This design comes from an exercise in tuning for small area and a short achievable clock period on the open sky130 flow, not from production work. At most, simulation tests tie the RTL to the original design; equivalence was not proved. For runs 1 to 3, only the layout was checked, not whether the RTL still works. Power figures rest on the tool's default switching activity, not on a simulated workload.

### flow/design.v
module sirv_gnrl_dffl # (
  parameter DW = 32
)(
  input lden,
  input [DW-1:0] dnxt,
  output [DW-1:0] qout,
  input clk
);
reg [DW-1:0] qout_r;
always @(posedge clk) begin: DFFL_PROC
  if (lden == 1'b1)
    qout_r <= dnxt;
end
assign qout = qout_r;
endmodule
module e203_exu_alu_dpath(
  input alu_req_alu,
  input alu_req_alu_add,
  input alu_req_alu_sub,
  input alu_req_alu_xor,
  input alu_req_alu_sll,
  input alu_req_alu_srl,
  input alu_req_alu_sra,
  input alu_req_alu_or,
  input alu_req_alu_and,
  input alu_req_alu_slt,
  input alu_req_alu_sltu,
  input alu_req_alu_lui,
  input [32-1:0] alu_req_alu_op1,
  input [32-1:0] alu_req_alu_op2,
  output [32-1:0] alu_req_alu_res,
  input bjp_req_alu,
  input [32-1:0] bjp_req_alu_op1,
  input [32-1:0] bjp_req_alu_op2,
  input bjp_req_alu_cmp_eq,
  input bjp_req_alu_cmp_ne,
  input bjp_req_alu_cmp_lt,
  input bjp_req_alu_cmp_gt,
  input bjp_req_alu_cmp_ltu,
  input bjp_req_alu_cmp_gtu,
  input bjp_req_alu_add,
  output bjp_req_alu_cmp_res,
  output [32-1:0] bjp_req_alu_add_res,
  input agu_req_alu,
  input [32-1:0] agu_req_alu_op1,
  input [32-1:0] agu_req_alu_op2,
  input agu_req_alu_swap,
  input agu_req_alu_add,
  input agu_req_alu_and,
  input agu_req_alu_or,
  input agu_req_alu_xor,
  input agu_req_alu_max,
  input agu_req_alu_min,
  input agu_req_alu_maxu,
  input agu_req_alu_minu,
  output [32-1:0] agu_req_alu_res,
  input agu_sbf_0_ena,
  input [32-1:0] agu_sbf_0_nxt,
  output [32-1:0] agu_sbf_0_r,
  input agu_sbf_1_ena,
  input [32-1:0] agu_sbf_1_nxt,
  output [32-1:0] agu_sbf_1_r,
  input clk,
  input rst_n
);
localparam W = 32;
wire alu = alu_req_alu;
wire bjp = bjp_req_alu;
wire agu = agu_req_alu;
wire op_sub = (alu & (alu_req_alu_sub | alu_req_alu_slt | alu_req_alu_sltu))
            | (bjp & ~bjp_req_alu_add)
            | (agu & (agu_req_alu_max | agu_req_alu_min | agu_req_alu_maxu | agu_req_alu_minu));
wire e_c = (alu & (alu_req_alu_add | alu_req_alu_sub | alu_req_alu_lui))
         | (bjp & bjp_req_alu_add)
         | (agu & (agu_req_alu_add | agu_req_alu_swap));
wire op_or  = (alu & alu_req_alu_or)  | (agu & agu_req_alu_or);
wire op_and = (alu & alu_req_alu_and) | (agu & agu_req_alu_and);
wire op_xor = (alu & alu_req_alu_xor) | (agu & agu_req_alu_xor);
wire e_g = op_or | op_and;
wire e_p = ~(e_c | op_or | op_xor);
wire op_unsigned = (alu & alu_req_alu_sltu)
                 | (bjp & (bjp_req_alu_cmp_ltu | bjp_req_alu_cmp_gtu))
                 | (agu & (agu_req_alu_maxu | agu_req_alu_minu));
wire op_slt  = alu & (alu_req_alu_slt | alu_req_alu_sltu);
wire op_maxs = agu & (agu_req_alu_max | agu_req_alu_maxu);
wire op_mins = agu & (agu_req_alu_min | agu_req_alu_minu);
wire a_alu = alu & ~alu_req_alu_lui;
wire a_agu = agu & ~agu_req_alu_swap;
wire [W-1:0] a = ({W{a_alu}} & alu_req_alu_op1) | ({W{bjp}} & bjp_req_alu_op1) | ({W{a_agu}} & agu_req_alu_op1);
wire [W-1:0] b = ({W{alu}} & alu_req_alu_op2) | ({W{bjp}} & bjp_req_alu_op2) | ({W{agu}} & agu_req_alu_op2);
wire [W-1:0] bx = b ^ {W{op_sub}};
wire [W-1:0] p  = a ^ bx;
wire [W-1:0] g  = a & bx;
wire [W-1:0] G0 = {g[W-1:1], g[0] | (p[0] & op_sub)};
wire [W-1:0] P0 = p;
wire [W-1:0] Gout;
genvar lv, i;
wire pg_g0_1 = G0[1] | (P0[1] & G0[0]);
wire pg_g0_3 = G0[3] | (P0[3] & G0[2]);
wire pg_p0_3 = P0[3] & P0[2];
wire pg_g0_5 = G0[5] | (P0[5] & G0[4]);
wire pg_p0_5 = P0[5] & P0[4];
wire pg_g0_7 = G0[7] | (P0[7] & G0[6]);
wire pg_p0_7 = P0[7] & P0[6];
wire pg_g0_9 = G0[9] | (P0[9] & G0[8]);
wire pg_p0_9 = P0[9] & P0[8];
wire pg_g0_11 = G0[11] | (P0[11] & G0[10]);
wire pg_p0_11 = P0[11] & P0[10];
wire pg_g0_13 = G0[13] | (P0[13] & G0[12]);
wire pg_p0_13 = P0[13] & P0[12];
wire pg_g0_15 = G0[15] | (P0[15] & G0[14]);
wire pg_p0_15 = P0[15] & P0[14];
wire pg_g0_17 = G0[17] | (P0[17] & G0[16]);
wire pg_p0_17 = P0[17] & P0[16];
wire pg_g0_19 = G0[19] | (P0[19] & G0[18]);
wire pg_p0_19 = P0[19] & P0[18];
wire pg_g0_21 = G0[21] | (P0[21] & G0[20]);
wire pg_p0_21 = P0[21] & P0[20];
wire pg_g0_23 = G0[23] | (P0[23] & G0[22]);
wire pg_p0_23 = P0[23] & P0[22];
wire pg_g0_25 = G0[25] | (P0[25] & G0[24]);
wire pg_p0_25 = P0[25] & P0[24];
wire pg_g0_27 = G0[27] | (P0[27] & G0[26]);
wire pg_p0_27 = P0[27] & P0[26];
wire pg_g0_29 = G0[29] | (P0[29] & G0[28]);
wire pg_p0_29 = P0[29] & P0[28];
wire pg_g0_31 = G0[31] | (P0[31] & G0[30]);
wire pg_p0_31 = P0[31] & P0[30];
wire pg_g1_3 = pg_g0_3 | (pg_p0_3 & pg_g0_1);
wire pg_g1_7 = pg_g0_7 | (pg_p0_7 & pg_g0_5);
wire pg_p1_7 = pg_p0_7 & pg_p0_5;
wire pg_g1_11 = pg_g0_11 | (pg_p0_11 & pg_g0_9);
wire pg_p1_11 = pg_p0_11 & pg_p0_9;
wire pg_g1_15 = pg_g0_15 | (pg_p0_15 & pg_g0_13);
wire pg_p1_15 = pg_p0_15 & pg_p0_13;
wire pg_g1_19 = pg_g0_19 | (pg_p0_19 & pg_g0_17);
wire pg_p1_19 = pg_p0_19 & pg_p0_17;
wire pg_g1_23 = pg_g0_23 | (pg_p0_23 & pg_g0_21);
wire pg_p1_23 = pg_p0_23 & pg_p0_21;
wire pg_g1_27 = pg_g0_27 | (pg_p0_27 & pg_g0_25);
wire pg_p1_27 = pg_p0_27 & pg_p0_25;
wire pg_g1_31 = pg_g0_31 | (pg_p0_31 & pg_g0_29);
wire pg_p1_31 = pg_p0_31 & pg_p0_29;
wire pg_g2_7 = pg_g1_7 | (pg_p1_7 & pg_g1_3);
wire pg_g2_15 = pg_g1_15 | (pg_p1_15 & pg_g1_11);
wire pg_p2_15 = pg_p1_15 & pg_p1_11;
wire pg_g2_23 = pg_g1_23 | (pg_p1_23 & pg_g1_19);
wire pg_p2_23 = pg_p1_23 & pg_p1_19;
wire pg_g2_31 = pg_g1_31 | (pg_p1_31 & pg_g1_27);
wire pg_p2_31 = pg_p1_31 & pg_p1_27;
wire pg_g3_15 = pg_g2_15 | (pg_p2_15 & pg_g2_7);
wire pg_g3_31 = pg_g2_31 | (pg_p2_31 & pg_g2_23);
wire pg_p3_31 = pg_p2_31 & pg_p2_23;
wire pg_g4_31 = pg_g3_31 | (pg_p3_31 & pg_g3_15);
wire pg_g5_23 = pg_g2_23 | (pg_p2_23 & pg_g3_15);
wire pg_g6_11 = pg_g1_11 | (pg_p1_11 & pg_g2_7);
wire pg_g6_19 = pg_g1_19 | (pg_p1_19 & pg_g3_15);
wire pg_g6_27 = pg_g1_27 | (pg_p1_27 & pg_g5_23);
wire pg_g7_5 = pg_g0_5 | (pg_p0_5 & pg_g1_3);
wire pg_g7_9 = pg_g0_9 | (pg_p0_9 & pg_g2_7);
wire pg_g7_13 = pg_g0_13 | (pg_p0_13 & pg_g6_11);
wire pg_g7_17 = pg_g0_17 | (pg_p0_17 & pg_g3_15);
wire pg_g7_21 = pg_g0_21 | (pg_p0_21 & pg_g6_19);
wire pg_g7_25 = pg_g0_25 | (pg_p0_25 & pg_g5_23);
wire pg_g7_29 = pg_g0_29 | (pg_p0_29 & pg_g6_27);
wire pg_g8_2 = G0[2] | (P0[2] & pg_g0_1);
wire pg_g8_4 = G0[4] | (P0[4] & pg_g1_3);
wire pg_g8_6 = G0[6] | (P0[6] & pg_g7_5);
wire pg_g8_8 = G0[8] | (P0[8] & pg_g2_7);
wire pg_g8_10 = G0[10] | (P0[10] & pg_g7_9);
wire pg_g8_12 = G0[12] | (P0[12] & pg_g6_11);
wire pg_g8_14 = G0[14] | (P0[14] & pg_g7_13);
wire pg_g8_16 = G0[16] | (P0[16] & pg_g3_15);
wire pg_g8_18 = G0[18] | (P0[18] & pg_g7_17);
wire pg_g8_20 = G0[20] | (P0[20] & pg_g6_19);
wire pg_g8_22 = G0[22] | (P0[22] & pg_g7_21);
wire pg_g8_24 = G0[24] | (P0[24] & pg_g5_23);
wire pg_g8_26 = G0[26] | (P0[26] & pg_g7_25);
wire pg_g8_28 = G0[28] | (P0[28] & pg_g6_27);
wire pg_g8_30 = G0[30] | (P0[30] & pg_g7_29);
assign Gout[0] = G0[0];
assign Gout[1] = pg_g0_1;
assign Gout[2] = pg_g8_2;
assign Gout[3] = pg_g1_3;
assign Gout[4] = pg_g8_4;
assign Gout[5] = pg_g7_5;
assign Gout[6] = pg_g8_6;
assign Gout[7] = pg_g2_7;
assign Gout[8] = pg_g8_8;
assign Gout[9] = pg_g7_9;
assign Gout[10] = pg_g8_10;
assign Gout[11] = pg_g6_11;
assign Gout[12] = pg_g8_12;
assign Gout[13] = pg_g7_13;
assign Gout[14] = pg_g8_14;
assign Gout[15] = pg_g3_15;
assign Gout[16] = pg_g8_16;
assign Gout[17] = pg_g7_17;
assign Gout[18] = pg_g8_18;
assign Gout[19] = pg_g6_19;
assign Gout[20] = pg_g8_20;
assign Gout[21] = pg_g7_21;
assign Gout[22] = pg_g8_22;
assign Gout[23] = pg_g5_23;
assign Gout[24] = pg_g8_24;
assign Gout[25] = pg_g7_25;
assign Gout[26] = pg_g8_26;
assign Gout[27] = pg_g6_27;
assign Gout[28] = pg_g8_28;
assign Gout[29] = pg_g7_29;
assign Gout[30] = pg_g8_30;
assign Gout[31] = pg_g4_31;
wire [W:0] c = {Gout, op_sub};
wire [W-1:0] x = (c[W-1:0] & {W{e_c}}) | (g & {W{e_g}}) | (p & {W{e_p}});
wire [W-1:0] sum_res = p ^ x;
wire ult = ~c[W];
wire lt  = ult ^ (~op_unsigned & (a[W-1] ^ b[W-1]));
wire eq  = &p;
assign bjp_req_alu_cmp_res = (bjp_req_alu_cmp_eq & eq)
                           | (bjp_req_alu_cmp_ne & ~eq)
                           | ((bjp_req_alu_cmp_lt | bjp_req_alu_cmp_ltu) & lt)
                           | ((bjp_req_alu_cmp_gt | bjp_req_alu_cmp_gtu) & ~lt);
wire sel_a = (op_maxs & ~lt) | (op_mins & lt);
wire sel_b = (op_maxs & lt) | (op_mins & ~lt);
wire [W-1:0] mm_res = (a & {W{sel_a}}) | (b & {W{sel_b}});
wire [4:0] sh = alu_req_alu_op2[4:0];
e203_alu_shifter u_sh(.alu(alu), .sll(alu_req_alu_sll), .srl(alu_req_alu_srl), .sra(alu_req_alu_sra),
                      .a(alu_req_alu_op1), .sh(sh), .base(sum_res | {{W-1{1'b0}}, op_slt & lt}),
                      .res(alu_req_alu_res));
assign agu_req_alu_res     = sum_res | mm_res;
assign bjp_req_alu_add_res = sum_res;
sirv_gnrl_dffl #(W) sbf_0_dffl(agu_sbf_0_ena, agu_sbf_0_nxt, agu_sbf_0_r, clk);
sirv_gnrl_dffl #(W) sbf_1_dffl(agu_sbf_1_ena, agu_sbf_1_nxt, agu_sbf_1_r, clk);
endmodule
module e203_alu_shifter(
  input alu, input sll, input srl, input sra,
  input [31:0] a, input [4:0] sh,
  input [31:0] base,
  output [31:0] res
);
localparam W = 32;
genvar lv, i;
wire op_sll = alu & sll;
wire op_shift = alu & (sll | srl | sra);
wire op_right = alu & (srl | sra);
wire fill = alu & sra & a[W-1];
wire [W-1:0] shin;
generate for (i = 0; i < W; i = i + 1) begin : g_rin
  assign shin[i] = op_right ? a[W-1-i] : a[i];
end endgenerate
wire [W-1:0] sl [0:5];
assign sl[0] = shin;
generate
  for (lv = 0; lv < 5; lv = lv + 1) begin : g_sl
    assign sl[lv+1] = sh[lv] ? {sl[lv][W-1-(1<<lv):0], {(1<<lv){fill}}} : sl[lv];
  end
endgenerate
generate for (i = 0; i < W; i = i + 1) begin : g_rout
  assign res[i] = base[i] | (op_shift & (op_right ? sl[5][W-1-i] : sl[5][i]));
end endgenerate
endmodule
### flow/flow/run.sh
#!/bin/bash
# Layout flow: the standard flow (standard.sh) with two changes:
#  - synthesis is the standard script (synth_recipe.tcl: same passes, then
#    flatten and renames) except for the ABC mapping scripts (see synth.tcl);
#  - every port gets a buffer, as standard, but the plain buf_1 rather than
#    the delay cell buffer_ports picks by default.
set -euo pipefail
HERE=$(pwd)
export BUFFER_PORTS_ARGS="-buffer_cell sky130_fd_sc_hd__buf_1"
export MY_ABC_SCRIPT="$HERE/flow/abc.script"
if [[ -f "$HERE/flow/abc_sh.script" ]]; then
  export MY_ABC_SCRIPT_SH="$HERE/flow/abc_sh.script"
  export SYNTH_KEEP_MODULES="e203_alu_shifter"
fi
make -C "$FLOW_HOME" DESIGN_CONFIG="$HERE/config.mk" WORK_HOME="$HERE/orfs" CLKGATE_MAP_FILE= \
  SYNTH_SCRIPT="$HERE/flow/synth.tcl" synth > "$HERE/synth_make.log" 2>&1
unset SYNTH_KEEP_MODULES MY_ABC_SCRIPT MY_ABC_SCRIPT_SH
bash standard.sh > "$HERE/standard_flow.log" 2>&1
### flow/flow/abc.script
strash
dch
map
buffer
upsize
dnsize
### flow/flow/abc_sh.script
strash
&get -n
&fraig -x
&put
scorr
dc2
strash
&get -n
&dch -f
&nf -R 1000
&put
buffer
upsize
dnsize
### flow/flow/synth.tcl
# synth_recipe.tcl, with ABC's mapping script replaced: flow/abc.script for the
# top module and, when the design keeps a shifter module apart
# (SYNTH_KEEP_MODULES), flow/abc_sh.script for that module. Everything is
# flattened at the end exactly as synth_recipe.tcl does.
proc synth {args} { yosys synth -nofsm -noshare {*}$args }
proc abc {args} {
  set i [lsearch -exact $args -script]
  set top $args
  lset top [expr {$i + 1}] $::env(MY_ABC_SCRIPT)
  if {[info exists ::env(MY_ABC_SCRIPT_SH)] && [info exists ::env(SYNTH_KEEP_MODULES)]} {
    set sh $args
    lset sh [expr {$i + 1}] $::env(MY_ABC_SCRIPT_SH)
    foreach m $::env(SYNTH_KEEP_MODULES) { yosys abc {*}$sh $m }
    yosys abc {*}$top $::env(DESIGN_NAME)
  } else {
    yosys abc {*}$top
  }
}
source $::env(SCRIPTS_DIR)/synth.tcl
# left out here: clear keep_hierarchy, flatten, clean up, hide names made inside functions, write 1_2_yosys.v
### flow/standard.sh
#!/bin/bash
# synth_recipe.tcl (not shown) runs the flow's synth.tcl, then flattens the netlist and writes it again
# the make line also repeats each setting of config.mk as NAME=value (left out here)
make -C /OpenROAD-flow-scripts/flow DESIGN_CONFIG=/design/flow/config.mk WORK_HOME=/design/flow/orfs CLKGATE_MAP_FILE= SYNTH_SCRIPT=/design/flow/synth_recipe.tcl "${@:-finish}"
### flow/config.mk
export PLATFORM = sky130hd
export DESIGN_NAME = e203_exu_alu_dpath
export DESIGN_NICKNAME = e203_exu_alu_dpath
export VERILOG_FILES = /design/flow/design.v
export SDC_FILE = /design/flow/constraint.sdc
export NUM_CORES = 4
export LEC_CHECK = 0
export CAP_MARGIN = 20
export CORE_MARGIN = 2
export CORE_UTILIZATION = 40
export CTS_BUF_LIST = sky130_fd_sc_hd__clkbuf_8
export SETUP_SLACK_MARGIN = 1.2
export SLEW_MARGIN = 20
### flow/constraint.sdc
create_clock -name core_clock -period 8.5 [get_ports {clk}]
set_input_delay 1.7000 -clock core_clock [delete_from_list [all_inputs] [get_ports {clk}]]
set_output_delay 1.7000 -clock core_clock [all_outputs]
set_load 0.01 [all_outputs]
==> summary.txt, run 1 <==
- Clock tree synthesis found a total of 64 sinks.
- The worst hold path startpoint is agu_sbf_0_nxt[10].
- The placeable core region is 0.0202 sq mm.
- The die span in y is 148 microns.
- In the final design database the tool counted 1931 nets.
- The die area is 0.0218 sq mm.
- The chip width is 148 microns.
- For this run the aggregate overflow at the end of global routing stands at 0.
- The area growth from synthesis to layout is 29.9%.
- The analysis attributes to cell leakage a power of 0.00439 uW.
- The min-delay analysis places its worst path in the category in2reg.
- The number of enable flip-flop cells after synthesis is 64.
- The share of synthesized area occupied by flip-flops and latches is 23.3%.
- For this run, the slowest stage of the critical path takes 360 ps.
- STA puts the critical path data arrival time at 5460 ps.
- Port buffering added 449 buffers.
- The final standard cell utilization of the core is 53.0%.
- The global routing usage summed across all routing layers is 35.5%.
- The path with the worst hold slack has its endpoint at sbf_0_dffl.qout_r[10].
- VDD sags by at most 130 uV.
- Synthesis instantiated 64 different standard cells from the library.
- The peak fanout along the critical path is 18.
- In this run the count of I/O pins placed on the die edge is 451.
- Hold timing on the final database bottoms out at a slack of 1510 ps.
- The cell type group with the largest total delay on the critical path is compound AO/OA/AOI/OAI gates.
- The synthesized netlist occupies a cell area of 0.00826 sq mm.
- Once layout is complete, the cells apart from fillers number 1884.
- The pin count of the biggest net entering global routing is 67.
- 0 antenna diodes ended up in the layout.
- The overall via count from detail_route is 10600.
- The minimum clock period is 7160 ps.
- In this run the power density over the cells is 183 mW/mm^2.
- The number of buffers created by CTS is 9.
- Leaving out fill and tap cells, the most frequent cell in the layout is sky130_fd_sc_hd__buf_1.
- The first-pass GRT wire length is 58.3 mm.
- In this run the remaining antenna-violating nets after routing total 0.
- The max-slew violation count is 0.
- The count of synthesis-stage warnings from yosys is 2.
- The worst slew slack as a fraction of its limit is 40.6%.
- The flow ran to the end and the layout has no timing, DRC or antenna violations.
- The number of stages on the worst hold path is 1.
- The first TritonRoute pass finished after 5 iterations.
- The hold violation total from the final report is 0.
- The maximum count of clock buffers along a single path is 2.
- The synthesized net count is 1507.
- Summing all non-filler instances in the final layout gives an area of 0.0107 sq mm.
- The initial antenna violation count is 0.
- The sum of negative setup slack is 0 ps.
- The DRC violation count after routing is 0.
- The slew at the pin with the worst max-slew slack is 882 ps.
- The most used flip-flop cell after synthesis is sky130_fd_sc_hd__edfxtp_1.
- Walking the worst path, the cells encountered are buf_1, o21ai_2, o211a_4, nand2_4, buf_12, buf_6, xor2_1, ha_1, a21oi_2, o21ai_0, a21oi_1, nor2_1, nor2_1, inv_2, a221oi_4, nand2_2, nand2_2, nand2_4, o21ai_4, buf_6, buf_12, a21oi_1, nand2_1, buf_2.
- The HPWL after detailed placement is 32.6 mm.
- After the first detailed-routing iteration, the DRC count stood at 1077.
- The clock input transition at the sequential cells of the worst setup and hold paths is 80 ps.
- The setup path with the least slack is of type in2out.
- Once placement completed, the tool counted placed cells totaling 1853.
- The required arrival time at the worst endpoint is 6800 ps.
- The fraction of registers with async set/reset is 0%.
- Setup repair after global routing left no endpoint under its margin.
- The average vias per placed instance is 5.65.
- The count of buffer and inverter cells on the critical path is 7.
- The synthesized design contains 64 register bits.
- The cell with the biggest individual delay on the critical path is sky130_fd_sc_hd__a221oi_4.
- The standard cell area after detailed placement is 0.0102 sq mm.
- The H-tree depth reported by CTS is 3.
- The reported max-cap violation count is 0.
- STA classifies the critical path startpoint as a primary input.
- The clock tree from TritonCTS is done.
- The initial utilization of the core area, before any placement, comes to 40.8%.
- The count of endpoints failing setup in the final report is 0.
- The cell chosen for the clock root is sky130_fd_sc_hd__clkbuf_8.
- The detailed-route wire length per cell is 21.7 microns.
- Derived from the worst setup path, the maximum achievable clock frequency is 140 MHz.
- The wire length reported by the detailed router is 40.9 mm.
- The post-route netlist has 9.36% of its cells at a drive strength greater than 1.
- The share of the clock period used by the worst path is 84.2%.
- The synthesized area divided by synthesized cell count is 6.97 sq um.
- The synthesized netlist cell count is 1185.
- Routability-driven placement finished with a final weighted congestion of 1.01.
- Row generation in the floorplan step produced 52 rows.
- The via count of the first global-routing pass was 9758.
- STA classifies the critical path endpoint as an output port.
- The top cell types in the final layout, fill and taps aside, are sky130_fd_sc_hd__buf_1 (424), sky130_fd_sc_hd__nand2_1 (275), sky130_fd_sc_hd__nor2_1 (118).
## timing repair
item                                    4_1_cts  5_1_grt
endpoints found under the setup margin       46       51
pin swaps                                     4       13
hold buffers                                  0        0
gates resized for setup                      18       53
setup buffers                                 3        8
gates cloned                                  3        1
## kinds of logic (layout without fill, tap and decap cells)
| group | count (synthesis) | after routing | share of synthesized area, % |
|---|---|---|---|
| AOI/OAI and AO/OA | 383 | 384 | 29.7 |
| xor gates and xnor gates | 39 | 39 | 4.13 |
| adders and majority gates | 32 | 32 | 4.85 |
| buffers and inverters | 140 | 568 | 7.35 |
| DFF | 64 | 64 | 23.3 |
| muxes | 56 | 56 | 7.47 |
| and+or+nand+nor | 471 | 471 | 23.2 |
## through the flow
| step | power, uW | setup WS [ps] |
|---|---|---|
| final | 1960 | 1340 |
| after global routing | 2070 | 1140 |
| after CTS | 1900 | 1210 |
| after detailed placement | 1590 | 749 |
| after global placement | 1580 | 818 |
| after floorplan | 1110 | 1960 |
## how the worst max path moves through the flow
stage,startpoint,to,cells after the start
floorplan,agu_req_alu_min,alu_req_alu_res[31],18
global placement,alu_req_alu,agu_req_alu_res[21],23
detailed placement,alu_req_alu,agu_req_alu_res[21],23
CTS,agu_req_alu,agu_req_alu_res[3],24
global route,alu_req_alu,agu_req_alu_res[9],24
finish,agu_req_alu_max,agu_req_alu_res[7],24
## sequential cells by signal, indices dropped and copies added (netlist names)
name               flops
sbf_0_dffl.qout_r     32
sbf_1_dffl.qout_r     32
## per-module statistics from Yosys, one instance, submodules excluded
module,flip-flops and latches,cells inside,cell area [sq um]
e203_alu_shifter,0,419,2350
e203_exu_alu_dpath,64,766,5910
## per-layer routing
metal  up-vias  routed length [microns]  global-route usage [%]
met5         -                        0                       0
met4         0                     1530                    12.5
met3        75                     3570                    5.52
met2       573                    18300                    55.8
met1      4931                    17500                    49.6
li1       5065                        -                       -
## power breakdown
group	switching (uW)	internal (uW)	total [uW]
sequential	7.06	375	382
combinational	875	443	1320
clock	125	135	260
## synth_stat cells (8+ instances only)
library cell / count / area share, %
sky130_fd_sc_hd__nand3_1: 38 / 2.3
sky130_fd_sc_hd__o2111ai_1: 8 / 0.85
sky130_fd_sc_hd__edfxtp_1: 64 / 23
sky130_fd_sc_hd__buf_2: 14 / 0.85
sky130_fd_sc_hd__a21oi_1: 113 / 6.8
sky130_fd_sc_hd__nor3_1: 10 / 0.61
sky130_fd_sc_hd__xor2_1: 38 / 4.0
sky130_fd_sc_hd__mux2_2: 11 / 1.5
sky130_fd_sc_hd__a22oi_2: 8 / 1.2
sky130_fd_sc_hd__ha_1: 32 / 4.8
sky130_fd_sc_hd__nand2_1: 276 / 13
sky130_fd_sc_hd__buf_1: 8 / 0.36
sky130_fd_sc_hd__mux2i_1: 41 / 5.0
sky130_fd_sc_hd__nor2_1: 121 / 5.5
sky130_fd_sc_hd__o21ai_1: 14 / 0.85
sky130_fd_sc_hd__o21ai_0: 102 / 6.2
sky130_fd_sc_hd__inv_1: 61 / 2.8
sky130_fd_sc_hd__a22oi_1: 69 / 6.3
sky130_fd_sc_hd__clkbuf_1: 45 / 2.0
## area by class of cell
cell class	count	area [sq um]
Timing Repair Buffer	489	2170
Clock inverter	7	71.3
Fill cell	2170	9510
Inverter	63	236
Sequential cell	64	1920
Tap cell	270	338
Clock buffer	9	124
Multi-Input combinational cell	982	5870
==> inputs of run 2 (changes only) <==
--- a/flow/design.v
+++ b/flow/design.v
@@ -64,6 +64,7 @@
   input rst_n
 );
 localparam W = 32;
+genvar lv, i;
 wire alu = alu_req_alu;
 wire bjp = bjp_req_alu;
 wire agu = agu_req_alu;
@@ -84,9 +85,15 @@
 wire op_slt  = alu & (alu_req_alu_slt | alu_req_alu_sltu);
 wire op_maxs = agu & (agu_req_alu_max | agu_req_alu_maxu);
 wire op_mins = agu & (agu_req_alu_min | agu_req_alu_minu);
-wire a_alu = alu & ~alu_req_alu_lui;
+wire a_alu_r = alu & (alu_req_alu_srl | alu_req_alu_sra);
+wire a_alu = alu & ~alu_req_alu_lui & ~(alu_req_alu_srl | alu_req_alu_sra);
 wire a_agu = agu & ~agu_req_alu_swap;
-wire [W-1:0] a = ({W{a_alu}} & alu_req_alu_op1) | ({W{bjp}} & bjp_req_alu_op1) | ({W{a_agu}} & agu_req_alu_op1);
+wire [W-1:0] alu_op1_rev;
+generate for (i = 0; i < W; i = i + 1) begin : g_op1rev
+  assign alu_op1_rev[i] = alu_req_alu_op1[W-1-i];
+end endgenerate
+wire [W-1:0] a = ({W{a_alu}} & alu_req_alu_op1) | ({W{a_alu_r}} & alu_op1_rev)
+               | ({W{bjp}} & bjp_req_alu_op1) | ({W{a_agu}} & agu_req_alu_op1);
 wire [W-1:0] b = ({W{alu}} & alu_req_alu_op2) | ({W{bjp}} & bjp_req_alu_op2) | ({W{agu}} & agu_req_alu_op2);
 wire [W-1:0] bx = b ^ {W{op_sub}};
 wire [W-1:0] p  = a ^ bx;
@@ -94,7 +101,6 @@
 wire [W-1:0] G0 = {g[W-1:1], g[0] | (p[0] & op_sub)};
 wire [W-1:0] P0 = p;
 wire [W-1:0] Gout;
-genvar lv, i;
 wire pg_g0_1 = G0[1] | (P0[1] & G0[0]);
 wire pg_g0_3 = G0[3] | (P0[3] & G0[2]);
 wire pg_p0_3 = P0[3] & P0[2];
@@ -225,7 +231,7 @@
 wire [W-1:0] mm_res = (a & {W{sel_a}}) | (b & {W{sel_b}});
 wire [4:0] sh = alu_req_alu_op2[4:0];
 e203_alu_shifter u_sh(.alu(alu), .sll(alu_req_alu_sll), .srl(alu_req_alu_srl), .sra(alu_req_alu_sra),
-                      .a(alu_req_alu_op1), .sh(sh), .base(sum_res | {{W-1{1'b0}}, op_slt & lt}),
+                      .a(a), .a31(alu_req_alu_op1[W-1]), .sh(sh), .base(sum_res | {{W-1{1'b0}}, op_slt & lt}),
                       .res(alu_req_alu_res));
 assign agu_req_alu_res     = sum_res | mm_res;
 assign bjp_req_alu_add_res = sum_res;
@@ -234,7 +240,9 @@
 endmodule
 module e203_alu_shifter(
   input alu, input sll, input srl, input sra,
-  input [31:0] a, input [4:0] sh,
+  input [31:0] a,    
+  input a31,         
+  input [4:0] sh,
   input [31:0] base,
   output [31:0] res
 );
@@ -243,13 +251,9 @@
 wire op_sll = alu & sll;
 wire op_shift = alu & (sll | srl | sra);
 wire op_right = alu & (srl | sra);
-wire fill = alu & sra & a[W-1];
-wire [W-1:0] shin;
-generate for (i = 0; i < W; i = i + 1) begin : g_rin
-  assign shin[i] = op_right ? a[W-1-i] : a[i];
-end endgenerate
+wire fill = alu & sra & a31;
 wire [W-1:0] sl [0:5];
-assign sl[0] = shin;
+assign sl[0] = a;
 generate
   for (lv = 0; lv < 5; lv = lv + 1) begin : g_sl
     assign sl[lv+1] = sh[lv] ? {sl[lv][W-1-(1<<lv):0], {(1<<lv){fill}}} : sl[lv];
==> run 2 against run 1 <==
  * Utilization rose by 2.8 points
  * Worst setup slack got worse by 33 ps
  * Maximum frequency fell by 0.46%
  * First-iteration DRC count rose by 7.1%
  * Largest cell class unchanged
  * Clock power rose by about 20%
  * Still clean
  * Critical path type unchanged
  * Count of clock-buffer cells in the layout did not move
  * Non-clock buffer count rose by 42
==> summary.txt, run 2 <==
- The placed wire-length estimate after detailed placement is 35.2 mm (+8.1%).
- The final standard cell utilization of the core came to 55.8% (+2.8 points).
- The placement-stage worst setup slack came to 516 ps (-233 ps).
- The minimum clock period is 7190 ps (+32.8 ps).
- The library cells used most frequently in the layout, excluding fill and tap cells, are sky130_fd_sc_hd__buf_1 (434), sky130_fd_sc_hd__nand2_1 (299), sky130_fd_sc_hd__a21oi_1 (76), sky130_fd_sc_hd__o21ai_0 (76), sky130_fd_sc_hd__inv_1 (76).
- The fraction of registers with async set/reset is 0% (unchanged).
- The initial antenna violation count is 1 (+1).
- The pin count of the biggest net entering global routing is 54 (-19%).
- The setup path with the least slack is of type in2out.
- For this run, the leading register cell type out of synthesis is sky130_fd_sc_hd__edfxtp_1.
- The via count of the first global-routing pass was 10100 (+3.4%).
- The synthesized area divided by synthesized cell count is 6.88 sq um (-1.3%).
- The layout cell share with drive strength beyond 1 is 10.8% (+1.4 points).
- Ranked by instance count, the synthesized netlist is headed by sky130_fd_sc_hd__nand2_1 (304), sky130_fd_sc_hd__o21ai_0 (83), sky130_fd_sc_hd__a21oi_1 (82).
- The cell chosen for the clock root is sky130_fd_sc_hd__clkbuf_8.
- The synthesized net count is 1496 (-0.73%).
- The sum of negative setup slack is 0 ps (unchanged).
- The initial core utilization is 41.1% (+0.26 points).
- The min-delay analysis places its worst path in the category in2reg.
- The leakage power summed over all cells is 0.00447 uW (+2.0%).
- The flow ran to the end and the layout has no timing, DRC or antenna violations.
- The clock input transition at the sequential cells of the worst setup and hold paths is 90 ps (about the same).
- The clock tree from TritonCTS is done.
- The number of I/O pins came to 451 (unchanged).
- The final weighted congestion in routability-driven placement is 1.06 (+4.6%).
- The leading area contributor after synthesis is sky130_fd_sc_hd__edfxtp_1.
- The number of optimization iterations in the first detailed-route pass is 8 (+3).
- The post-route worst setup slack is 1310 ps (-32.8 ps).
- The DRC violation count after routing is 0 (unchanged).
- The max-slew violation count is 0 (unchanged).
- The highest cell delay on the worst timing path is 460 ps (+100 ps).
- The first-pass GRT wire length is 61.8 mm (+5.9%).
- The slew at the pin with the worst max-slew slack is 1050 ps (+166 ps).
- The maximum clock rate came to 139 MHz (-0.46%).
- The die area is 0.0213 sq mm (-2.2%).
- The wire length reported by the detailed router came to 43.5 mm (+6.4%).
- The overall via count from detail_route is 11000 (+3.1%).
- The number of enable flip-flop cells after synthesis is 64 (unchanged).
- The number of antenna-violating nets in the routed design is 0 (unchanged).
- Setup repair after global routing left no endpoint under its margin.
- The count of synthesis-stage warnings from yosys is 2 (unchanged).
- The count of endpoints failing setup in the final report was 0 (unchanged).
- The power per cell area came to 187 mW/mm^2 (+2.1%).
- The synthesized netlist cell count is 1174 (-0.93%).
- The number of buffers created by CTS was 9 (unchanged).
- The hold buffer count at cts is 0 (unchanged).
- The peak supply drop came to 120 uV (-7.7%).
- The post-synthesis cell area was 0.00808 sq mm (-2.3%).
- The area growth from synthesis to layout is 35.9%.
- The required arrival time at the worst endpoint came to 6800 ps (about the same).
- The count of port buffers added during placement is 449 (unchanged).
- The slowest stage of the critical path is the sky130_fd_sc_hd__o31ai_1 cell.
- The peak fanout along the critical path is 14 (-4).
- The area share of the leading cell type in the synthesized netlist is 23.8% (+0.54 points).
- The worst slew slack as a fraction of its limit is 29.4% (-11 points).
- The arrival time of the worst setup path was 5490 ps (+30 ps).
- The die span in y is 146 microns (-1.1%).
- The signal on the critical path passes through clkbuf_2, buf_8, o21ai_4, o211a_1, nand2_2, buf_12, xor2_1, ha_1, a21oi_2, o21ai_1, a21oi_2, nor2_1, nor2_1, nand2_1, a221oi_2, o211ai_1, nand2_2, buf_4, inv_1, o31ai_1, a221o_1, buf_1.
- The count of distinct cell types in the synthesized netlist is 50 (-22%).
- The H-tree depth reported by CTS came to 3 (unchanged).
- The worst hold slack is 1490 ps (-26.2 ps).
- The reported max-cap violation count was 0 (unchanged).
- The number of stages on the worst hold path is 1 (unchanged).
- The largest registers in the layout are sbf_0_dffl.qout_r (32), sbf_1_dffl.qout_r (32).
- Leaving out fill and tap cells, the most frequent cell in the layout is sky130_fd_sc_hd__buf_1.
- The chip width is 146 microns (-1.1%).
- The share of synthesized area occupied by flip-flops and latches is 23.8% (+0.54 points).
- The flip-flop and latch count after synthesis is 64 (unchanged).
- STA classifies the critical path endpoint as an output port.
- The average vias per placed instance is 5.74 (+1.5%).
- The cell type group with the largest total delay on the critical path is compound AO/OA/AOI/OAI gates.
- The cell with the most instances after synthesis is sky130_fd_sc_hd__nand2_1.
- By area the synthesized netlist is led by sky130_fd_sc_hd__edfxtp_1 (24%), sky130_fd_sc_hd__nand2_1 (14%), sky130_fd_sc_hd__o21ai_0 (5.1%).
- The category of the worst setup path launch point is a primary input.
- The global routing usage summed across all routing layers is 38.3% (+2.8 points).
- The path length in cells of the critical path is 22 (-8.3%).
- The number of sinks driven by the clock tree was 64 (unchanged).
- The count of routing violations after the opening detailed-route iteration is 1153 (+7.1%).
- The floorplan row count came to 51 (-1.9%).
- The sum of overflow across all layers after global routing is 0 (unchanged).
- The maximum count of clock buffers along a single path is 2 (unchanged).
- The hold violation total from the final report was 0 (unchanged).
- The number of nets in the final layout is 1963 (+1.7%).
- The count of buffer and inverter cells on the critical path is 6 (-1).
- The share of the clock period used by the worst path is 84.6% (+0.39 points).
- The detailed-route wire length per cell is 22.7 microns (+4.9%).
- The placeable core region is 0.0197 sq mm (-2.9%).
==> run 2: changes by cell type after synthesis, sizes merged, moves of 14 or more <==
cell | before | now
a21oi | 115 | 87
inv | 62 | 78
a22oi | 77 | 37
a221o | 6 | 20
nor2 | 123 | 71
o21a | 6 | 20
nand2 | 279 | 305
nand4 | 4 | 41
o21ai | 121 | 102
nand3 | 41 | 67
==> run 2: stage by stage <==
| step | power (uW) | instance area, sq um | instances |
|---|---|---|---|
| detailed placement | 1630 | 10200 | 1867 |
| floorplan | 1120 | 8080 | 1174 |
| global route | 2150 | 11000 | 1912 |
| global placement | 1620 | 10200 | 1867 |
| finish | 2050 | 11000 | 1912 |
| CTS | 1960 | 10600 | 1895 |
==> run 2: area by class of cell <==
cell class,count,area (sq um)
Fill cell,2093,8680
Timing Repair inverter,1,7.51
Timing Repair Buffer,531,2430
Sequential cell,64,1920
Inverter,79,300
Antenna cell,1,2.50
Tap cell,265,332
Clock inverter,7,103
Multi-Input combinational cell,955,5760
Clock buffer,9,124
==> run 2: power breakdown <==
group          total (uW)  switching [uW]  internal [uW]
logic                1350             889            466
registers             384            8.98            375
clock network         311             143            168
==> run 2: what timing repair did <==
action                                  in CTS  in global routing
cloned                                       2                  2
gates resized for setup                     17                 56
pin swaps                                    2                 16
buffers inserted                            10                 14
endpoints found under the setup margin      55                 63
==> run 2: cell families after synthesis <==
| family | synth area share, % |
|---|---|
| multiplexers | 6.59 |
| adder cells (fa/ha/maj) | 4.96 |
| AND/OR/NAND/NOR | 26.2 |
| buffers and inverters | 7.87 |
| XOR/XNOR | 4.12 |
| flip-flops | 23.8 |
| AO/OA/AOI/OAI | 26.5 |
==> run 2: final timing paths <==
path                     startpoint               endpoint
setup / recovery        agu_req_alu     alu_req_alu_res[0]
hold / removal    agu_sbf_1_nxt[21]  sbf_1_dffl.qout_r[21]
==> run 2: per-layer routing <==
metal  up-vias  routed length, microns  track usage, %  share of wire (%)
li1       5131                       -               -                  -
met4         0                    1610            13.5                3.7
met1      5076                   16900            48.7                 39
met2       677                   20800            65.4                 48
met5         -                       0               0                  0
met3        85                    4210            6.66                9.7
==> run 2: modules after synthesis, one instance, submodules excluded <==
module	flops+latches	cells
e203_alu_shifter	0	324
e203_exu_alu_dpath	64	850
==> inputs of run 3 (changes only) <==
--- a/flow/design.v
+++ b/flow/design.v
@@ -64,16 +64,15 @@
   input rst_n
 );
 localparam W = 32;
-genvar lv, i;
 wire alu = alu_req_alu;
 wire bjp = bjp_req_alu;
 wire agu = agu_req_alu;
 wire op_sub = (alu & (alu_req_alu_sub | alu_req_alu_slt | alu_req_alu_sltu))
             | (bjp & ~bjp_req_alu_add)
             | (agu & (agu_req_alu_max | agu_req_alu_min | agu_req_alu_maxu | agu_req_alu_minu));
-wire e_c = (alu & (alu_req_alu_add | alu_req_alu_sub | alu_req_alu_lui))
+wire e_c = (alu & (alu_req_alu_add | alu_req_alu_sub))
          | (bjp & bjp_req_alu_add)
-         | (agu & (agu_req_alu_add | agu_req_alu_swap));
+         | (agu & agu_req_alu_add);
 wire op_or  = (alu & alu_req_alu_or)  | (agu & agu_req_alu_or);
 wire op_and = (alu & alu_req_alu_and) | (agu & agu_req_alu_and);
 wire op_xor = (alu & alu_req_alu_xor) | (agu & agu_req_alu_xor);
@@ -83,17 +82,10 @@
                  | (bjp & (bjp_req_alu_cmp_ltu | bjp_req_alu_cmp_gtu))
                  | (agu & (agu_req_alu_maxu | agu_req_alu_minu));
 wire op_slt  = alu & (alu_req_alu_slt | alu_req_alu_sltu);
+wire op_mvb  = (alu & alu_req_alu_lui) | (agu & agu_req_alu_swap);
 wire op_maxs = agu & (agu_req_alu_max | agu_req_alu_maxu);
 wire op_mins = agu & (agu_req_alu_min | agu_req_alu_minu);
-wire a_alu_r = alu & (alu_req_alu_srl | alu_req_alu_sra);
-wire a_alu = alu & ~alu_req_alu_lui & ~(alu_req_alu_srl | alu_req_alu_sra);
-wire a_agu = agu & ~agu_req_alu_swap;
-wire [W-1:0] alu_op1_rev;
-generate for (i = 0; i < W; i = i + 1) begin : g_op1rev
-  assign alu_op1_rev[i] = alu_req_alu_op1[W-1-i];
-end endgenerate
-wire [W-1:0] a = ({W{a_alu}} & alu_req_alu_op1) | ({W{a_alu_r}} & alu_op1_rev)
-               | ({W{bjp}} & bjp_req_alu_op1) | ({W{a_agu}} & agu_req_alu_op1);
+wire [W-1:0] a = ({W{alu}} & alu_req_alu_op1) | ({W{bjp}} & bjp_req_alu_op1) | ({W{agu}} & agu_req_alu_op1);
 wire [W-1:0] b = ({W{alu}} & alu_req_alu_op2) | ({W{bjp}} & bjp_req_alu_op2) | ({W{agu}} & agu_req_alu_op2);
 wire [W-1:0] bx = b ^ {W{op_sub}};
 wire [W-1:0] p  = a ^ bx;
@@ -101,6 +93,7 @@
 wire [W-1:0] G0 = {g[W-1:1], g[0] | (p[0] & op_sub)};
 wire [W-1:0] P0 = p;
 wire [W-1:0] Gout;
+genvar lv, i;
 wire pg_g0_1 = G0[1] | (P0[1] & G0[0]);
 wire pg_g0_3 = G0[3] | (P0[3] & G0[2]);
 wire pg_p0_3 = P0[3] & P0[2];
@@ -227,11 +220,11 @@
                            | ((bjp_req_alu_cmp_lt | bjp_req_alu_cmp_ltu) & lt)
                            | ((bjp_req_alu_cmp_gt | bjp_req_alu_cmp_gtu) & ~lt);
 wire sel_a = (op_maxs & ~lt) | (op_mins & lt);
-wire sel_b = (op_maxs & lt) | (op_mins & ~lt);
+wire sel_b = (op_maxs & lt) | (op_mins & ~lt) | op_mvb;
 wire [W-1:0] mm_res = (a & {W{sel_a}}) | (b & {W{sel_b}});
 wire [4:0] sh = alu_req_alu_op2[4:0];
 e203_alu_shifter u_sh(.alu(alu), .sll(alu_req_alu_sll), .srl(alu_req_alu_srl), .sra(alu_req_alu_sra),
-                      .a(a), .a31(alu_req_alu_op1[W-1]), .sh(sh), .base(sum_res | {{W-1{1'b0}}, op_slt & lt}),
+                      .a(alu_req_alu_op1), .sh(sh), .base(sum_res | mm_res | {{W-1{1'b0}}, op_slt & lt}),
                       .res(alu_req_alu_res));
 assign agu_req_alu_res     = sum_res | mm_res;
 assign bjp_req_alu_add_res = sum_res;
@@ -240,9 +233,7 @@
 endmodule
 module e203_alu_shifter(
   input alu, input sll, input srl, input sra,
-  input [31:0] a,    
-  input a31,         
-  input [4:0] sh,
+  input [31:0] a, input [4:0] sh,
   input [31:0] base,
   output [31:0] res
 );
@@ -251,9 +242,13 @@
 wire op_sll = alu & sll;
 wire op_shift = alu & (sll | srl | sra);
 wire op_right = alu & (srl | sra);
-wire fill = alu & sra & a31;
+wire fill = alu & sra & a[W-1];
+wire [W-1:0] shin;
+generate for (i = 0; i < W; i = i + 1) begin : g_rin
+  assign shin[i] = op_right ? a[W-1-i] : a[i];
+end endgenerate
 wire [W-1:0] sl [0:5];
-assign sl[0] = a;
+assign sl[0] = shin;
 generate
   for (lv = 0; lv < 5; lv = lv + 1) begin : g_sl
     assign sl[lv+1] = sh[lv] ? {sl[lv][W-1-(1<<lv):0], {(1<<lv){fill}}} : sl[lv];
==> flow/flow/abc.script (replaced) <==
strash
dch -f
map
topo
buffer
upsize
dnsize
==> run 3 against run 2 <==
  * Still clean on timing, DRC and antenna
  * Flip-flop and latch count did not move
  * Die area rose by 0.40%
  * First-iteration DRC count fell by 4.3%
  * Cell count fell by 2.9%
  * Via count fell by 2.2%
  * Count of clock-buffer cells in the layout did not move
  * Worst setup slack got worse by 97 ps
  * Routed wire length fell by 6.3%
  * Utilization fell by 2.6 points
  * Clock power fell by 8.0%
  * Sequential power barely moved
  * Hold slack improved by 29 ps
  * Largest power group unchanged
==> summary.txt, run 3 <==
- The flow ran to the end and the layout has no timing, DRC or antenna violations.
- The number of sinks driven by the clock tree is 64 (unchanged).
- The hold violation total from the final report came to 0 (unchanged).
- The switching share of power is 50.5% (-0.30 points).
- TritonCTS built the clock tree.
- The critical path is of the in2out type.
- The leakage power summed over all cells is 0.00425 uW (-5.0%).
- The worst slew slack as a fraction of its limit is 40.6% (+11 points).
- The count of routing violations after the opening detailed-route iteration came to 1103 (-4.3%).
- The most common library cell in the layout ignoring fill and taps is sky130_fd_sc_hd__buf_1.
- The count of endpoints failing setup in the final report is 0 (unchanged).
- The minimum clock period is 7290 ps (+96.6 ps).
- The share of the clock period used by the worst path is 85.7% (+1.1 points).
- The footprint of the flip-flops and latches was 0.00192 sq mm (unchanged).
- The pin count of the biggest net entering global routing is 74 (+37%).
- The die area is 0.0214 sq mm (+0.40%).
- The post-synthesis to final-layout area growth is 31.5%.
- The sequential fraction of design power came to 19.9% (+1.2 points).
- The synthesized area divided by synthesized cell count is 6.95 sq um (+1.1%).
- The sum of negative setup slack is 0 ps (unchanged).
- Of all cell types, the one taking the most synthesized area is sky130_fd_sc_hd__edfxtp_1.
- The total inserted antenna cells was 0 (-1).
- The first-pass GRT wire length is 58.4 mm (-5.6%).
- The clock network power share is 14.9% (-0.3 points).
- The post-synthesis cell area is 0.00811 sq mm (+0.42%).
- The sum of overflow across all layers after global routing came to 0 (unchanged).
- The number of enable flip-flop cells after synthesis was 64 (unchanged).
- The number of optimization iterations in the first detailed-route pass came to 6 (-2).
- Setup repair after global routing could not meet its margin everywhere.
- The share of synthesized area occupied by flip-flops and latches is 23.7% (-0.099 points).
- The number of I/O pins came to 451 (unchanged).
- The category of the worst setup path launch point is a primary input.
- The synthesized net count came to 1488 (-0.53%).
- The average vias per placed instance is 5.78 (+0.71%).
- The count of port buffers added during placement is 449 (unchanged).
- The slew at the pin with the worst max-slew slack is 892 ps (-156 ps).
- The detailed-route wire length per cell is 21.9 microns (-3.5%).
- The min-delay analysis places its worst path in the category in2reg.
- STA classifies the critical path endpoint as an output port.
- The synthesized netlist cell count is 1166 (-0.68%).
- The arrival time of the worst setup path was 5590 ps (+100 ps).
- The required arrival time at the worst endpoint is 6800 ps (about the same).
- The via count of the first global-routing pass is 9610 (-4.7%).
- The final weighted congestion in routability-driven placement is 0.986 (-6.6%).
- The commonest cells after synthesis are sky130_fd_sc_hd__nand2_1 (269), sky130_fd_sc_hd__nor2_1 (112), sky130_fd_sc_hd__a21oi_1 (108).
- The peak fanout along the critical path is 55 (+41).
- The overall via count from detail_route is 10700 (-2.2%).
- The post-route worst setup slack is 1210 ps (-96.6 ps).
- The count of synthesis-stage warnings from yosys is 2 (unchanged).
- The initial antenna violation count is 0 (-1).
- The wire length reported by the detailed router is 40.7 mm (-6.3%).
- The DRC violation count after routing is 0 (unchanged).
- The layout cell share with drive strength beyond 1 was 8.70% (-2.1 points).
- The placed wire-length estimate after detailed placement is 32.8 mm (-7.0%).
- The number of buffers created by CTS is 9 (unchanged).
- The count of buffer and inverter cells on the critical path is 4 (-2).
- The clock input transition at the sequential cells of the worst setup and hold paths is 80 ps (about the same).
- The portion of total power attributed to combinational logic is 65.3% (-0.8 points).
- The highest cell delay on the worst timing path was 370 ps (-90 ps).
- The floorplan row count came to 52 (+2.0%).
- The power per cell area is 180 mW/mm^2 (-3.5%).
- After synthesis, the cell types taking the most area are sky130_fd_sc_hd__edfxtp_1 (24%), sky130_fd_sc_hd__nand2_1 (12%), sky130_fd_sc_hd__a22oi_1 (6.9%).
- The peak supply drop is 68.8 uV (-43%).
- The fraction of registers with async set/reset is 0% (unchanged).
- The placement-stage worst setup slack is 693 ps (+178 ps).
- The largest registers in the layout are sbf_0_dffl.qout_r (32), sbf_1_dffl.qout_r (32).
- The multi-input gate area in the final layout was 0.00595 sq mm (+3.5%).
- The max-slew violation count is 0 (unchanged).
- The global routing usage summed across all routing layers is 35.7% (-2.6 points).
- The library cells used most frequently in the layout, excluding fill and tap cells, are sky130_fd_sc_hd__buf_1 (441), sky130_fd_sc_hd__nand2_1 (260), sky130_fd_sc_hd__nor2_1 (111).
- The flip-flop and latch count after synthesis was 64 (unchanged).
- The initial core utilization came to 40.5% (-0.62 points).
- The cell with the biggest individual delay on the critical path is sky130_fd_sc_hd__a2111o_1.
- The signal on the critical path passes through clkbuf_2, buf_12, a22oi_2, nand2_2, xor2_1, ha_1, a21oi_2, nor3_1, nor3_1, nor4_1, a2111o_1, a21oi_2, nand3_2, nand3_2, nand3_4, buf_12, nand2_1, nand4_1, a21oi_1, o21ai_0, buf_1.
- The net switching power came to 969 uW (-6.8%).
- The maximum count of clock buffers along a single path is 2 (unchanged).
- The placeable core region is 0.0200 sq mm (+2.0%).
- The hold buffer count at cts is 0 (unchanged).
- The H-tree depth reported by CTS was 3 (unchanged).
- The reported max-cap violation count was 0 (unchanged).
- The number of nets in the final layout is 1904 (-3.0%).
- The die span in y is 146 microns (+0.20%).
- The number of antenna-violating nets in the routed design is 0 (unchanged).
- The area share of the leading cell type in the synthesized netlist is 23.7% (-0.099 points).
- The cell chosen for the clock root is sky130_fd_sc_hd__clkbuf_8.
- The fill cell total of the finished layout came to 2115 (+1.1%).
- The cell type group with the largest total delay on the critical path is compound AO/OA/AOI/OAI gates.
- The top flip-flop cell by instance count after synthesis is sky130_fd_sc_hd__edfxtp_1.
- The count of distinct cell types in the synthesized netlist is 62 (+24%).
- Yosys instantiated no cell more often than sky130_fd_sc_hd__nand2_1.
- The cell-internal power is 951 uW (-5.7%).
- The maximum clock rate is 137 MHz (-1.3%).
- The chip width is 146 microns (+0.20%).
run 3: cell families (layout without fill, tap and decap cells):
group           after synthesis  after routing  share of synthesized area (%)
buf+inv                     120            541                           6.39
flops                        64             64                           23.7
compound gates              374            374                           28.8
fa+ha+maj                    32             32                           4.94
simple gates                484            484                           24.6
mux                          57             57                           7.73
xor+xnor                     35             35                           3.78
run 3: final cells by class:
cell class,count,area share (%)
repair buffers,487,19.6
inverters,38,1.34
multi-input cells,982,55.9
well taps,270,3.17
clock buffers,9,1.16
clock inverters,7,0.880
flip-flops and latches,64,18.0
run 3: power groups by stage:
stage / Clock, uW / Sequential [uW] / Combinational, uW
after floorplan: 0 / 402 / 668
after global placement: 0 / 388 / 1130
after detailed placement: 0 / 389 / 1130
after CTS: 290 / 382 / 1160
after global routing: 301 / 384 / 1330
final: 286 / 382 / 1250
run 3: what timing repair did:
action	4_1_cts	5_1_grt
endpoints found under the hold margin	0	0
endpoints found under the setup margin	62	50
cloned	0	1
pin swaps	2	15
resized for setup	19	41
setup buffers	2	14
run 3: final timing paths:
check,to,startpoint,slack (ps),depth (start not counted)
min,sbf_0_dffl.qout_r[23],agu_sbf_0_nxt[23],1520,1
max,alu_req_alu_res[22],agu_req_alu,1210,21
run 3: layer usage:
metal / vias up / track usage [%] / share of wire (%)
li1: 5029 / - / -
met2: 578 / 61.9 / 49
met5: - / 0 / 0
met4: 0 / 13.6 / 3.9
met3: 77 / 4.00 / 7.3
met1: 5045 / 45.6 / 40
run 3: through the flow:
step	util, %	hold slack (ps)	instance area (sq um)	power, uW	instances
after floorplan	-	1800	8110	1070	1166
after global placement	49.8	1870	9970	1510	1824
after detailed placement	49.8	1870	9970	1520	1824
after CTS	51.5	1500	10300	1830	1842
after global routing	53.2	1500	10700	2010	1857
final	53.2	1520	10700	1920	1857
run 3: per-module statistics from Yosys (local to each module, per instance):
module	cells inside	cell area (sq um)	times used	flops+latches
e203_exu_alu_dpath	747	5750	1	64
e203_alu_shifter	419	2350	1	0
==> inputs of run 4 (changes only) <==
--- a/flow/design.v
+++ b/flow/design.v
@@ -70,9 +70,9 @@
 wire op_sub = (alu & (alu_req_alu_sub | alu_req_alu_slt | alu_req_alu_sltu))
             | (bjp & ~bjp_req_alu_add)
             | (agu & (agu_req_alu_max | agu_req_alu_min | agu_req_alu_maxu | agu_req_alu_minu));
-wire e_c = (alu & (alu_req_alu_add | alu_req_alu_sub))
+wire e_c = (alu & (alu_req_alu_add | alu_req_alu_sub | alu_req_alu_lui))
          | (bjp & bjp_req_alu_add)
-         | (agu & agu_req_alu_add);
+         | (agu & (agu_req_alu_add | agu_req_alu_swap));
 wire op_or  = (alu & alu_req_alu_or)  | (agu & agu_req_alu_or);
 wire op_and = (alu & alu_req_alu_and) | (agu & agu_req_alu_and);
 wire op_xor = (alu & alu_req_alu_xor) | (agu & agu_req_alu_xor);
@@ -82,10 +82,11 @@
                  | (bjp & (bjp_req_alu_cmp_ltu | bjp_req_alu_cmp_gtu))
                  | (agu & (agu_req_alu_maxu | agu_req_alu_minu));
 wire op_slt  = alu & (alu_req_alu_slt | alu_req_alu_sltu);
-wire op_mvb  = (alu & alu_req_alu_lui) | (agu & agu_req_alu_swap);
 wire op_maxs = agu & (agu_req_alu_max | agu_req_alu_maxu);
 wire op_mins = agu & (agu_req_alu_min | agu_req_alu_minu);
-wire [W-1:0] a = ({W{alu}} & alu_req_alu_op1) | ({W{bjp}} & bjp_req_alu_op1) | ({W{agu}} & agu_req_alu_op1);
+wire a_alu = alu & ~alu_req_alu_lui;
+wire a_agu = agu & ~agu_req_alu_swap;
+wire [W-1:0] a = ({W{a_alu}} & alu_req_alu_op1) | ({W{bjp}} & bjp_req_alu_op1) | ({W{a_agu}} & agu_req_alu_op1);
 wire [W-1:0] b = ({W{alu}} & alu_req_alu_op2) | ({W{bjp}} & bjp_req_alu_op2) | ({W{agu}} & agu_req_alu_op2);
 wire [W-1:0] bx = b ^ {W{op_sub}};
 wire [W-1:0] p  = a ^ bx;
@@ -220,12 +221,13 @@
                            | ((bjp_req_alu_cmp_lt | bjp_req_alu_cmp_ltu) & lt)
                            | ((bjp_req_alu_cmp_gt | bjp_req_alu_cmp_gtu) & ~lt);
 wire sel_a = (op_maxs & ~lt) | (op_mins & lt);
-wire sel_b = (op_maxs & lt) | (op_mins & ~lt) | op_mvb;
+wire sel_b = (op_maxs & lt) | (op_mins & ~lt);
 wire [W-1:0] mm_res = (a & {W{sel_a}}) | (b & {W{sel_b}});
 wire [4:0] sh = alu_req_alu_op2[4:0];
+wire [W-1:0] sh_res;
 e203_alu_shifter u_sh(.alu(alu), .sll(alu_req_alu_sll), .srl(alu_req_alu_srl), .sra(alu_req_alu_sra),
-                      .a(alu_req_alu_op1), .sh(sh), .base(sum_res | mm_res | {{W-1{1'b0}}, op_slt & lt}),
-                      .res(alu_req_alu_res));
+                      .a(alu_req_alu_op1), .sh(sh), .sh_res(sh_res));
+assign alu_req_alu_res     = sum_res | sh_res | {{W-1{1'b0}}, op_slt & lt};
 assign agu_req_alu_res     = sum_res | mm_res;
 assign bjp_req_alu_add_res = sum_res;
 sirv_gnrl_dffl #(W) sbf_0_dffl(agu_sbf_0_ena, agu_sbf_0_nxt, agu_sbf_0_r, clk);
@@ -234,8 +236,7 @@
 module e203_alu_shifter(
   input alu, input sll, input srl, input sra,
   input [31:0] a, input [4:0] sh,
-  input [31:0] base,
-  output [31:0] res
+  output [31:0] sh_res
 );
 localparam W = 32;
 genvar lv, i;
@@ -255,6 +256,6 @@
   end
 endgenerate
 generate for (i = 0; i < W; i = i + 1) begin : g_rout
-  assign res[i] = base[i] | (op_shift & (op_right ? sl[5][W-1-i] : sl[5][i]));
+  assign sh_res[i] = op_shift & (op_right ? sl[5][W-1-i] : sl[5][i]);
 end endgenerate
 endmodule
==> flow/flow/run.sh (replaced) <==
#!/bin/bash
# Layout flow: the standard flow (standard.sh) with these changes:
#  - synthesis is the standard script (synth_recipe.tcl: same passes, then
#    flatten and renames) except for the ABC mapping scripts (see synth.tcl);
#  - every port gets a buffer, as standard, but the plain buf_1 rather than
#    the delay cell buffer_ports picks by default;
#  - extra make variables for the layout steps, if flow/make_args.txt exists
#    (e.g. letting timing repair resize cells across footprints).
set -euo pipefail
HERE=$(pwd)
export BUFFER_PORTS_ARGS="-buffer_cell sky130_fd_sc_hd__buf_1"
export MY_ABC_SCRIPT="$HERE/flow/abc.script"
if [[ -f "$HERE/flow/abc_sh.script" ]]; then
  export MY_ABC_SCRIPT_SH="$HERE/flow/abc_sh.script"
  export SYNTH_KEEP_MODULES="e203_alu_shifter"
fi
make -C "$FLOW_HOME" DESIGN_CONFIG="$HERE/config.mk" WORK_HOME="$HERE/orfs" CLKGATE_MAP_FILE= \
  SYNTH_SCRIPT="$HERE/flow/synth.tcl" synth > "$HERE/synth_make.log" 2>&1
unset SYNTH_KEEP_MODULES MY_ABC_SCRIPT MY_ABC_SCRIPT_SH
EXTRA=()
if [[ -f "$HERE/flow/make_args.txt" ]]; then
  read -r -a EXTRA < "$HERE/flow/make_args.txt"
fi
bash standard.sh "${EXTRA[@]}" finish > "$HERE/standard_flow.log" 2>&1
==> flow/flow/make_args.txt (new file) <==
MATCH_CELL_FOOTPRINT=0
==> run 4 against run 3 <==
  * Global-route usage decreased by 1.4 points
  * Clock power decreased by 28%
  * Critical path depth decreased by 2
  * Count of clock-buffer cells in the layout unchanged
  * Hold slack improved by 19 ps
  * Still clean
  * Combinational power decreased by 3%
  * Design area decreased by 0.41%
  * Die area increased by 3.7%
  * Sequential share of layout area increased by 0.074 points
  * Flip-flop and latch count unchanged
  * First-iteration DRC count decreased by 22%
==> summary.txt, run 4 <==
- The complex-gate fraction of the synthesized area is 25.9% (-2.9 points).
- The initial core utilization is 40.4% (-0.044 points).
- In the layout the commonest cells are sky130_fd_sc_hd__buf_1 (444), sky130_fd_sc_hd__nand2_1 (290), sky130_fd_sc_hd__nor2_1 (122).
- The overall via count from detail_route came to 10800 (+0.44%).
- The DRC violation count after routing is 0 (unchanged).
- The fill cell total of the finished layout was 2224 (+5.2%).
- The number of buffers created by CTS is 9 (unchanged).
- The flip-flop and latch count after synthesis is 64 (unchanged).
- The hold buffer count at cts is 0 (unchanged).
- The post-synthesis share of cell area spent on and, or, nand and nor gates is 28.5% (+3.9 points).
- The via count of the first global-routing pass came to 9799 (+2.0%).
- The arrival time of the worst setup path is 5420 ps (-170 ps).
- The final weighted congestion in routability-driven placement was 0.986 (about the same).
- The first-pass GRT wire length is 57.7 mm (-1.1%).
- The number of optimization iterations in the first detailed-route pass is 7 (+1).
- The flow ran to the end and the layout has no timing, DRC or antenna violations.
- The sum of negative setup slack is 0 ps (unchanged).
- The pin count of the biggest net entering global routing is 50 (-32%).
- The global routing usage summed across all routing layers was 34.3% (-1.4 points).
- The critical path goes through clkbuf_2, inv_1, nor2_4, buf_4, a22oi_1, nand2_1, ha_1, inv_1, nor2_1, nand3_1, nor2_1, nand3_1, nand3_1, nand3b_1, nand2_4, buf_8, nand2_1, nand3_1, buf_1.
- STA classifies the critical path endpoint as an output port.
- The number of nets in the final layout is 1990 (+4.5%).
- The power per cell area was 169 mW/mm^2 (-6.0%).
- The largest family of logic cells by synthesized area is simple AND/OR/NAND/NOR gates.
- The cell with the biggest individual delay on the critical path is sky130_fd_sc_hd__a22oi_1.
- The initial antenna violation count came to 1 (+1).
- The path class of the tightest hold or removal check is in2reg.
- The share of the clock period used by the worst path is 83.8% (-1.9 points).
- The number of sinks driven by the clock tree was 64 (unchanged).
- The post-synthesis cell area was 0.00842 sq mm (+3.8%).
- The count of synthesis-stage warnings from yosys is 2 (unchanged).
- The count of port buffers added during placement is 449 (unchanged).
- The sum of overflow across all layers after global routing is 0 (unchanged).
- The synthesized net count is 1578 (+6.0%).
- The worst slew slack as a fraction of its limit came to 27.9% (-13 points).
- The leakage power summed over all cells came to 0.00438 uW (+3.2%).
- After synthesis, the most frequently instantiated cells are sky130_fd_sc_hd__nand2_1 (293), sky130_fd_sc_hd__nor2_1 (123), sky130_fd_sc_hd__o21ai_0 (106).
- The peak fanout along the critical path came to 23 (-58%).
- The area share of the leading cell type in the synthesized netlist is 22.8% (-0.87 points).
- The count of distinct cell types in the synthesized netlist was 59 (-4.8%).
- The number of enable flip-flop cells after synthesis is 64 (unchanged).
- The synthesized area divided by synthesized cell count is 6.70 sq um (-3.6%).
- The cell type group with the largest total delay on the critical path is simple AND/OR/NAND/NOR gates.
- Yosys attributes the largest share of cell area to sky130_fd_sc_hd__edfxtp_1 (23%), sky130_fd_sc_hd__nand2_1 (13%), sky130_fd_sc_hd__a22oi_1 (6.5%).
- The hold violation total from the final report is 0 (unchanged).
- The type of the setup path with the least slack is in2out.
- The top flip-flop cell by instance count after synthesis is sky130_fd_sc_hd__edfxtp_1.
- The die span in y was 149 microns (+1.8%).
- The layout cell share with drive strength beyond 1 is 5.44% (-3.3 points).
- The root buffer cell chosen for the clock tree is sky130_fd_sc_hd__clkbuf_8.
- The required arrival time at the worst endpoint was 6800 ps (about the same).
- The xor and xnor fraction of the mapped netlist area came to 4.37% (+0.59 points).
- The die area is 0.0222 sq mm (+3.7%).
- The H-tree depth reported by CTS is 3 (unchanged).
- The post-synthesis adder-cell area fraction is 4.76% (-0.18 points).
- The max-slew violation count is 0 (unchanged).
- The number of I/O pins is 451 (unchanged).
- The clock input transition at the sequential cells of the worst setup and hold paths is 70 ps (about the same).
- The count of buffer and inverter cells on the critical path is 6 (+2).
- The count of endpoints failing setup in the final report was 0 (unchanged).
- The clock tree from TritonCTS is done.
- The maximum clock rate came to 140 MHz (+2.3%).
- The peak supply drop is 106 uV (+54%).
- The most common library cell in the layout ignoring fill and taps is sky130_fd_sc_hd__buf_1.
- In the final layout, the registers with the most flip-flops are sbf_0_dffl.qout_r (32), sbf_1_dffl.qout_r (32).
- The floorplan row count came to 53 (+1.9%).
- The highest cell delay on the worst timing path was 460 ps (+90 ps).
- The reported max-cap violation count was 0 (unchanged).
- The placed wire-length estimate after detailed placement was 33.6 mm (+2.7%).
- The chip width was 149 microns (+1.8%).
- The post-CTS setup repair buffer count is 0 (-2).
- Setup repair after global routing left no endpoint under its margin.
- The number of antenna-violating nets in the routed design came to 0 (unchanged).
- The worst hold slack is 1540 ps (+19.0 ps).
- The fraction of registers with async set/reset was 0% (unchanged).
- The placeable core region is 0.0208 sq mm (+3.9%).
- sky130_fd_sc_hd__nand2_1 is the most common cell in the netlist.
- The synthesized netlist cell count is 1256 (+7.7%).
- The synthesized design spends more area on one cell type than any other, namely sky130_fd_sc_hd__edfxtp_1.
- Compared with the post-synthesis result, the final layout area differs by 26.1%.
- The slew at the pin with the worst max-slew slack was 1080 ps (+191 ps).
- The count of routing violations after the opening detailed-route iteration is 861 (-22%).
- The category of the worst setup path launch point is a primary input.
- The average vias per placed instance is 5.53 (-4.3%).
- The detailed-route wire length per cell is 20.8 microns (-5.4%).
- The most prevalent standard cell on the critical path is sky130_fd_sc_hd__nand3_1.
- The share of synthesized area occupied by flip-flops and latches came to 22.8% (-0.87 points).
- The minimum clock period was 7120 ps (-164 ps).
- The wire length reported by the detailed router is 40.4 mm (-0.72%).
- The multiplexer share of the synthesized area is 5.80% (-1.9 points).
- The maximum count of clock buffers along a single path came to 2 (unchanged).
-- run 4: cell count changes in the layout (fill, tap and decap cells not counted), sizes merged, moves of 10 or more --
| cell | delta |
|---|---|
| nand4 | +11 |
| inv | +43 |
| o21a | +12 |
| nand2 | +24 |
| a21oi | -34 |
| or2 | +15 |
| nand3b | +10 |
-- run 4: per-module statistics from Yosys (local to each module, per instance) --
module | area, sq um | times used | cells inside
e203_exu_alu_dpath | 6130 | 1 | 822
e203_alu_shifter | 2290 | 1 | 434
-- run 4: area by class of cell --
type	instances	area (sq um)	area share, %
clock buffer	9	124	1.17
antenna	1	2.50	0.0236
inverter	81	304	2.86
sequential	64	1920	18.1
clock inverter	6	30.0	0.283
tap	275	344	3.24
timing repair buffer	480	1960	18.5
multi-input combinational	1032	5930	55.9
-- run 4: cells by family (layout without fill, tap and decap cells) --
kind of cell,count (synthesis),count (layout)
buffers and inverters,160,576
DFF,64,64
other,0,1
adders and majority gates,32,32
muxes,48,48
xor gates and xnor gates,42,42
and+or+nand+nor,565,565
AOI/OAI and AO/OA,345,345
-- run 4: worst paths after layout --
check | to | start | cells after the start | slack [ps]
hold / removal | sbf_0_dffl.qout_r[4] | agu_sbf_0_nxt[4] | 1 | 1540
setup / recovery | agu_req_alu_res[17] | alu_req_alu | 19 | 1380
-- run 4: layer usage --
metal	global-route usage (%)	routed length, microns	vias up
met1	43.9	16200	4920
met5	0	0	-
met2	55.9	18900	557
li1	-	-	5235
met3	9.20	4010	64
met4	11.9	1400	0
-- run 4: power breakdown --
| part | internal, uW | switching (uW) | leakage, uW |
|---|---|---|---|
| sequential | 375 | 6.12 | 0.000626 |
| combinational | 390 | 819 | 0.00367 |
| clock | 100 | 107 | 0.0000889 |
-- run 4: stage by stage --
step / total power (uW) / cell area (sq um) / worst slack [ps] / util [%] / instances
after CTS: 1770 / 10500 / 1210 / 50.6 / 1947
after global placement: 1550 / 10400 / 928 / 49.7 / 1932
after detailed placement: 1560 / 10400 / 910 / 49.7 / 1932
final: 1800 / 10600 / 1380 / 51.0 / 1948
after floorplan: 1100 / 8420 / 2050 / - / 1256
after global routing: 1920 / 10600 / 1170 / 51.0 / 1948
-- run 4: what timing repair did --
item                       in CTS  in global routing
setup endpoints to repair      26                 29
pin swaps                       0                  2
resized for setup               6                 16

separate check: timing with driven ports:
The results above use ideal ports. As a check the final layouts listed here were re-extracted and re-timed, cells and wires unchanged.
Step 1 (the two cells are an assumption about what drives the block):
set clk [get_ports {clk}]
set_driving_cell -lib_cell sky130_fd_sc_hd__clkbuf_16 $clk
set_driving_cell -lib_cell sky130_fd_sc_hd__buf_2 [delete_from_list [all_inputs] $clk]
Step 2 adds t to the input delays and takes it off the output delays; t is the mean of the earliest and latest rising clock arrival at the registers after step 1. Input paths then give back, and output paths get back, about the clock's delay inside the block.
Slacks: ideal / step 1 / step 2; pairs: ideal / step 1.
run | t, ns | setup slack, ns | pins driven straight from the clock port
run 1 | 0.373 | 1.344 / 1.320 / 1.320 | 1
run 2 | 0.402 | 1.311 / 1.279 / 1.279 | 1
run 3 | 0.367 | 1.214 / 1.193 / 1.193 | 1
run 4 | 0.354 | 1.378 / 1.352 / 1.352 | 1
After both steps every run listed still meets setup and hold. The setup slack of run 2, which loses most, moves by -0.032 ns with the drivers and by -0.032 ns with both steps.
